This is an optimization exercise on Yosys and OpenROAD, whose aim is small area and a short achievable clock period, not a production implementation.
In this exercise RTL edits were held to simulation tests only and were not proved equivalent to the original.

==> run M: inputs <==
==> flow/design.v (excerpt) <==
module fft (
    input clk,
    input rst_n,
    input                   valid_in,
    input wire signed [8:0] FFTInRe,
    input wire signed [8:0] FFTInIm,
    output wire signed [8:0] MDCOutUpRe,
    output wire signed [8:0] MDCOutUpIm,
    output wire signed [8:0] MDCOutDownRe,
    output wire signed [8:0] MDCOutDownIm,
    output wire signed [8:0] FFTOutRe,
    output wire signed [8:0] FFTOutIm
);
export LEC_CHECK = 0
export CAP_MARGIN = 20
export CORE_MARGIN = 2
export CORE_UTILIZATION = 40
export SLEW_MARGIN = 20
create_clock -name core_clock -period 10.0 [get_ports {clk}]
standard.sh (not shown) runs the stock make flow with config.mk's settings and CLKGATE_MAP_FILE= SYNTH_SCRIPT=/design/flow/synth_recipe.tcl, a recipe that flattens the netlist after the stock synthesis.
==> flow/flow/run.sh <==
#!/bin/bash
# Standard ORFS layout through the standard.sh (standard synthesis and
# steps) with these changes to how it is optimised:
#  - timing repair aims past the 10 ns clock: repair_timing keeps working
#    until each path has SETUP_SLACK_MARGIN ns of slack, and may resize cells
#    to any footprint (MATCH_CELL_FOOTPRINT=0);
#  - the port buffers are buf_4 rather than the default delay-type buffer;
#  - clock tree sinks are clustered in larger groups (fewer leaf buffers).
# make's full output goes to orfs_make.log here; each ORFS step also writes
# its own log under orfs/logs.
set -euo pipefail
bash standard.sh SETUP_SLACK_MARGIN=6.85 MATCH_CELL_FOOTPRINT=0 \
  "BUFFER_PORTS_ARGS=-buffer_cell sky130_fd_sc_hd__buf_4" \
  CTS_CLUSTER_SIZE=25 CTS_CLUSTER_DIAMETER=80 \
  finish > orfs_make.log 2>&1
==> run B (differences from run M) <==
--- a/flow/design.v
+++ b/flow/design.v
@@ -142,11 +142,11 @@
             rdsel <= 4'd0;
             rsa <= 2'd0; rsb <= 2'd0; isa <= 2'd0; isb <= 2'd0; t3m <= 1'b0;
         end else begin
             ins1    <= q_ins1[4];                    
             ins2    <= ~q_ins2[4];                   
-            selr_up <= (ph_1 >= 5'd1) && (ph_1 <= 5'd16);
+            selr_up <= ~ph_1[4];                     
             sel3u_r <= ph_1[2];                      
             sel3u_i <= ph_n[2];
             sel4u_r <= ~q_s4[1];
             sel4u_i <= ~q_s4n[1];
             sel5u_r <= ~ph_1[0];
@@ -267,46 +267,48 @@
     wire [8:0]  bf5_p_re = p5[17:9], bf5_p_im = p5[8:0];
     wire [8:0]  bf5_q_re = sel5u_r ? bf4_x0_re : l5[17:9];
     wire [8:0]  bf5_r_re = sel5u_r ? bf4_x1_re : 9'd0;
     wire [8:0]  bf5_q_im = sel5u_i ? bf4_x0_im : l5[8:0];
     wire [8:0]  bf5_r_im = sel5u_i ? bf4_x1_im : 9'd0;
+    wire [8:0]  mu_re = bf5_p_re + bf5_q_re + bf5_r_re;
+    wire [8:0]  mu_im = bf5_p_im + bf5_q_im + bf5_r_im;
+    wire [8:0]  md_re = bf5_p_re - bf5_q_re - bf5_r_re;
+    wire [8:0]  md_im = bf5_p_im - bf5_q_im - bf5_r_im;
     reg  [17:0] mu, md;
     always @(posedge clk) begin
-        mu[17:9] <= bf5_p_re + bf5_q_re + bf5_r_re;
-        mu[8:0]  <= bf5_p_im + bf5_q_im + bf5_r_im;
-        md[17:9] <= bf5_p_re - bf5_q_re - bf5_r_re;
-        md[8:0]  <= bf5_p_im - bf5_q_im - bf5_r_im;
+        mu <= {mu_re, mu_im};
+        md <= {md_re, md_im};
     end
     assign MDCOutUpRe   = mu[17:9];
     assign MDCOutUpIm   = mu[8:0];
     assign MDCOutDownRe = md[17:9];
     assign MDCOutDownIm = md[8:0];
-    reg  [17:0] dl [0:15];
-    reg  [17:0] r  [0:23];
+    reg  [17:0] dl [0:14];
+    reg  [17:0] r  [0:24];
     reg  [17:0] fo;
     always @(posedge clk) begin
         dl[0] <= md;
-        for (i = 1; i < 16; i = i + 1) dl[i] <= dl[i-1];
-        r[0] <= selr_up ? mu : dl[15];
-        for (i = 1; i < 24; i = i + 1) r[i] <= r[i-1];
+        for (i = 1; i < 15; i = i + 1) dl[i] <= dl[i-1];
+        r[0] <= selr_up ? {mu_re, mu_im} : dl[14];
+        for (i = 1; i < 25; i = i + 1) r[i] <= r[i-1];
         case (rdsel)    
-            4'd0:  fo <= r[14];
-            4'd1:  fo <= r[7];
-            4'd2:  fo <= r[12];
-            4'd3:  fo <= r[5];
-            4'd4:  fo <= r[16];
-            4'd5:  fo <= r[9];
-            4'd6:  fo <= r[14];
-            4'd7:  fo <= r[7];
-            4'd8:  fo <= r[21];
-            4'd9:  fo <= r[14];
-            4'd10: fo <= r[19];
-            4'd11: fo <= r[12];
-            4'd12: fo <= r[23];
-            4'd13: fo <= r[16];
-            4'd14: fo <= r[21];
-            default: fo <= r[14];
+            4'd0:  fo <= r[15];
+            4'd1:  fo <= r[8];
+            4'd2:  fo <= r[13];
+            4'd3:  fo <= r[6];
+            4'd4:  fo <= r[17];
+            4'd5:  fo <= r[10];
+            4'd6:  fo <= r[15];
+            4'd7:  fo <= r[8];
+            4'd8:  fo <= r[22];
+            4'd9:  fo <= r[15];
+            4'd10: fo <= r[20];
+            4'd11: fo <= r[13];
+            4'd12: fo <= r[24];
+            4'd13: fo <= r[17];
+            4'd14: fo <= r[22];
+            default: fo <= r[15];
         endcase
     end
     assign FFTOutRe = fo[17:9];
     assign FFTOutIm = fo[8:0];
 endmodule
- CORE_UTILIZATION: 40 -> 70
==> impl_metrics.yaml <==
yosys:
  synthMuxAreaShare: 0.03014
run_status:
  status: "complete, no violations"
setup_path:
  arrival_ns: 1.24
detailed_routing:
  routed_wl_um: 134600
-- figures above: run M

==> impl_metrics.yaml <==
yosys:
  synthMuxAreaShare: 0.03089
setup_path:
  arrival_ns: 1.19
detailed_routing:
  routed_wl_um: 134000
run_status:
  status: "complete, no violations"
-- figures above: run B

[static timing again, ports no longer ideal]
The results above use ideal ports. As a check the final layouts listed here were re-extracted and re-timed, cells and wires unchanged.
Step 1: set_driving_cell puts a clkbuf_16 on clk and a buf_2 on each other input, an assumption about the parent block.
Step 2, shift: input delay + t, output delay - t, t = (earliest + latest rising clock arrival at the registers) / 2. This alone moves slack from input paths to output paths.
Three values: ideal, step 1, step 2; two values: the first two.
run	t, ns	slack for setup (ns)	worst data-port slew with drivers (ns)
run M	0.809	6.757 / 6.683 / 6.179	0.11
run B	0.772	6.810 / 6.733 / 6.172	0.11
After both steps setup and hold are still met in every run listed. The setup slack of run B, which loses most, moves by -0.077 ns with the drivers and by -0.638 ns with both steps.
